Source: an optimization exercise on an open RTL-to-GDS flow (aim: small area). Production flows keep margins and buffers that such runs may drop. The RTL was checked by simulation tests, not by an equivalence proof against the original design. Power and IR drop assume default switching activity.

== job 1779 ==
## flash_adc_encoder_top
module flash_adc_encoder_top #(parameter N = 255)(
    input               clk,
    input  [N-1:0]      therm_in,
    output reg [7:0]    code_out
);
For scale: ~8 flip-flops.
clock: 3.0 ns
lec_check: 0
cap_margin: 20
core_area: 2.5 2.5 65.5 65.5
die_area: 0 0 68 68
slew_margin: 20
standard.sh (not shown) runs the stock make flow with config.mk's settings and CLKGATE_MAP_FILE= SYNTH_SCRIPT=/design/flow/synth_recipe.tcl, a recipe that flattens the netlist after the stock synthesis.
==> flow/flow/run.sh <==
#!/bin/bash
# Layout flow: the standard ORFS flow, with two changes.
#  - Synthesis maps with an area-oriented ABC script (flow/abc_area.script):
#    the same ORFS synthesis otherwise, so the registers and their names match.
#  - The port buffers are sky130_fd_sc_hd__buf_1 cells.
set -euo pipefail
cd "$(dirname "$0")/.."
rm -rf scripts_own
cp -r "$FLOW_HOME/scripts" scripts_own
cp flow/abc_area.script scripts_own/abc_area.script
bash standard.sh SCRIPTS_DIR="$PWD/scripts_own" ABC_AREA=1 \
  "BUFFER_PORTS_ARGS=-buffer_cell sky130_fd_sc_hd__buf_1" finish > standard.log 2>&1
==> flow/flow/abc_area.script <==
strash; &get -n; &st; &nf -a -R 1000; &put; topo; stime -c
In the summary table, job 1779 is marked failed, with error PPL-0024 raised in I/O pin placement (3_2_place_iop).
Input-level comparison between job 6300 and job 1779:
--- a/flow/config.mk
+++ b/flow/config.mk
@@ -7,5 +7,9 @@
 export LEC_CHECK = 0
 export CAP_MARGIN = 20
-export CORE_AREA = 2.5 2.5 65.5 65.5
-export DIE_AREA = 0 0 68 68
+export CORE_AREA = 2.5 2.5 107.5 107.5
+export CTS_BUF_LIST = sky130_fd_sc_hd__clkbuf_4
+export CTS_CLUSTER_DIAMETER = 200
+export CTS_CLUSTER_SIZE = 8
+export DIE_AREA = 0 0 110 110
+export GPL_TIMING_DRIVEN = 0
 export SLEW_MARGIN = 20
==> run summary <==
- Among job 1779 and job 6300, the run that stopped before the end is job 1779, and it is the only one.
- Seen in the log of job 1779: PPL-0024 during I/O pin placement (3_2_place_iop), after which the run never completed.
- Compare job 1779 and job 6300 | initial core utilization lower: job 6300
- Job 6300 vs job 1779: width of the die up by more than half
- Relative to job 1779, the number of core rows of job 6300 is higher by 15.
- Compared job 6300 against job 1779; share of synthesized area occupied by flip-flops and latches within noise.
Modified inputs, job 6204 compared to job 6300
--- a/flow/config.mk
+++ b/flow/config.mk
@@ -8,7 +8,5 @@
 export CAP_MARGIN = 20
 export CORE_AREA = 2.5 2.5 107.5 107.5
-export CTS_BUF_LIST = sky130_fd_sc_hd__clkbuf_4
-export CTS_CLUSTER_DIAMETER = 200
-export CTS_CLUSTER_SIZE = 8
+export CTS_BUF_LIST = sky130_fd_sc_hd__clkbuf_2
 export DIE_AREA = 0 0 110 110
 export GPL_TIMING_DRIVEN = 0
Results
- Between job 6300 and job 6204, the multi-input gate share of total cell area does not differ in any meaningful way.
- Comparing job 6300 against job 6204, there is no change at all in floorplan row count.
- Compared to job 6300, job 6204 reaches a lower achievable clock.
- Area overhead of the layout relative to synthesis delta for job 6204 relative to job 6300: 0.33 points lower
- Compared with job 6300, in job 6204 setup slack shows a reduction of 0.012 ns; length of routed wiring on met1 shows no meaningful change; final area shows no meaningful change.
- When job 6204 is set beside job 6300, its ratio of total power to cell area turns out to be 3.5% smaller.
- Looking at job 6204 and job 6300, the wire length is a wash.

* * *

Another version of the RTL of flash_adc_encoder_top (not shown whole).
Size in the first run: about 8 flip-flops, about 2200 um^2 of cells after synthesis.
==> flow/config.mk <==
export PLATFORM = sky130hd
export DESIGN_NAME = flash_adc_encoder_top
export DESIGN_NICKNAME = flash_adc_encoder_top
export VERILOG_FILES = /design/flow/design.v
export SDC_FILE = /design/flow/constraint.sdc
export NUM_CORES = 4
export LEC_CHECK = 0
export CAP_MARGIN = 20
export CORE_AREA = 2.5 2.5 87.5 87.5
export CTS_BUF_LIST = sky130_fd_sc_hd__clkbuf_2
export DIE_AREA = 0 0 90 90
export GPL_TIMING_DRIVEN = 0
export SETUP_SLACK_MARGIN = -0.16
export SLEW_MARGIN = 20
==> flow/constraint.sdc <==
create_clock -name core_clock -period 3.0 [get_ports {clk}]
set_input_delay 0.6000 -clock core_clock [delete_from_list [all_inputs] [get_ports {clk}]]
set_output_delay 0.6000 -clock core_clock [all_outputs]
set_load 0.01 [all_outputs]
==> flow/flow/abc_area.script <==
strash; &get -n; &st; &nf -a -R 1000 -F 8 -A 8; &put; topo; stime -c
Scripts as last shown in full above: flow/flow/run.sh
Next try:
Settings changed: PLACE_DENSITY set to 0.9.
Outcome:
- cell area stays flat
- maximum frequency increases by 2.3%
- sequential share of layout area hardly moves
- combinational power barely changes
- critical path depth increases by 2
- first-iteration DRC count increases by 50%
- global-route usage increases by 0.71 points
Next try:
Settings changed: CORE_AREA 2.5 2.5 87.5 87.5 to 2.5 2.5 97.5 97.5, DIE_AREA 0 0 90 90 to 0 0 100 100, PLACE_DENSITY 0.9 to 0.8.
After rerunning: The changed run produced a clean layout; non-clock buffer count is unchanged; die area rises by a quarter to a third; critical path depth fell by 2; routed wire length rose by a few percent; via count decreases slightly; clock-buffer cell count is unchanged; sequential cell count stays the same; worst setup slack got worse by 0.063 ns; global-route usage is lower by 4.0 points; final cell count went up slightly.
Next try:
Settings changed: CORE_AREA 2.5 2.5 97.5 97.5 to 2.5 2.5 87.5 87.5, DIE_AREA 0 0 100 100 to 0 0 90 90, PLACE_DENSITY 0.8 to not set, SETUP_SLACK_MARGIN -0.16 to not set.
Effect:
- routed wire length fell by 1.3%
- non-clock buffer count stays the same
- final area stays flat

[re-timing with driven ports]
The results above use ideal ports. As a check the final layouts listed here were re-extracted and re-timed, cells and wires unchanged.
Step 1: set_driving_cell puts a clkbuf_16 on clk and a buf_2 on each other input, an assumption about the parent block.
Step 2 times the ports against the registers' clock, not the clock port: input delays grow and output delays shrink by t, the midpoint of the rising clock arrivals with the driver on.
Three values: ideal, step 1, step 2; two values: the first two.
run | t (ns) | slack for setup (ns) | hold WS [ns] | worst setup path at the end | worst slew at a driven data input, ns
job 6300 | 0.285 | 0.244 / 0.251 / -0.034 | 0.694 / 0.702 / 0.987 | input to register | 0.06
job 6204 | 0.268 | 0.232 / 0.239 / -0.028 | 0.707 / 0.715 / 0.982 | input to register | 0.06
the first run of note 2 | 0.241 | 0.138 / 0.139 / -0.102 | 0.741 / 0.744 / 0.985 | input to register | 0.05
the second run of note 2 | 0.248 | 0.202 / 0.203 / -0.045 | 0.769 / 0.771 / 1.019 | input to register | 0.07
the third run of note 2 | 0.263 | 0.139 / 0.142 / -0.121 | 0.775 / 0.786 / 1.034 | input to register | 0.05
the fourth run of note 2 | 0.240 | 0.250 / 0.251 / 0.011 | 0.738 / 0.741 / 0.981 | input to register | 0.05
Met with ideal ports but missed after step 2: setup timing in 5 of these runs. The setup slack of job 6300, which loses most, moves by +0.007 ns with the drivers and by -0.278 ns with both steps.
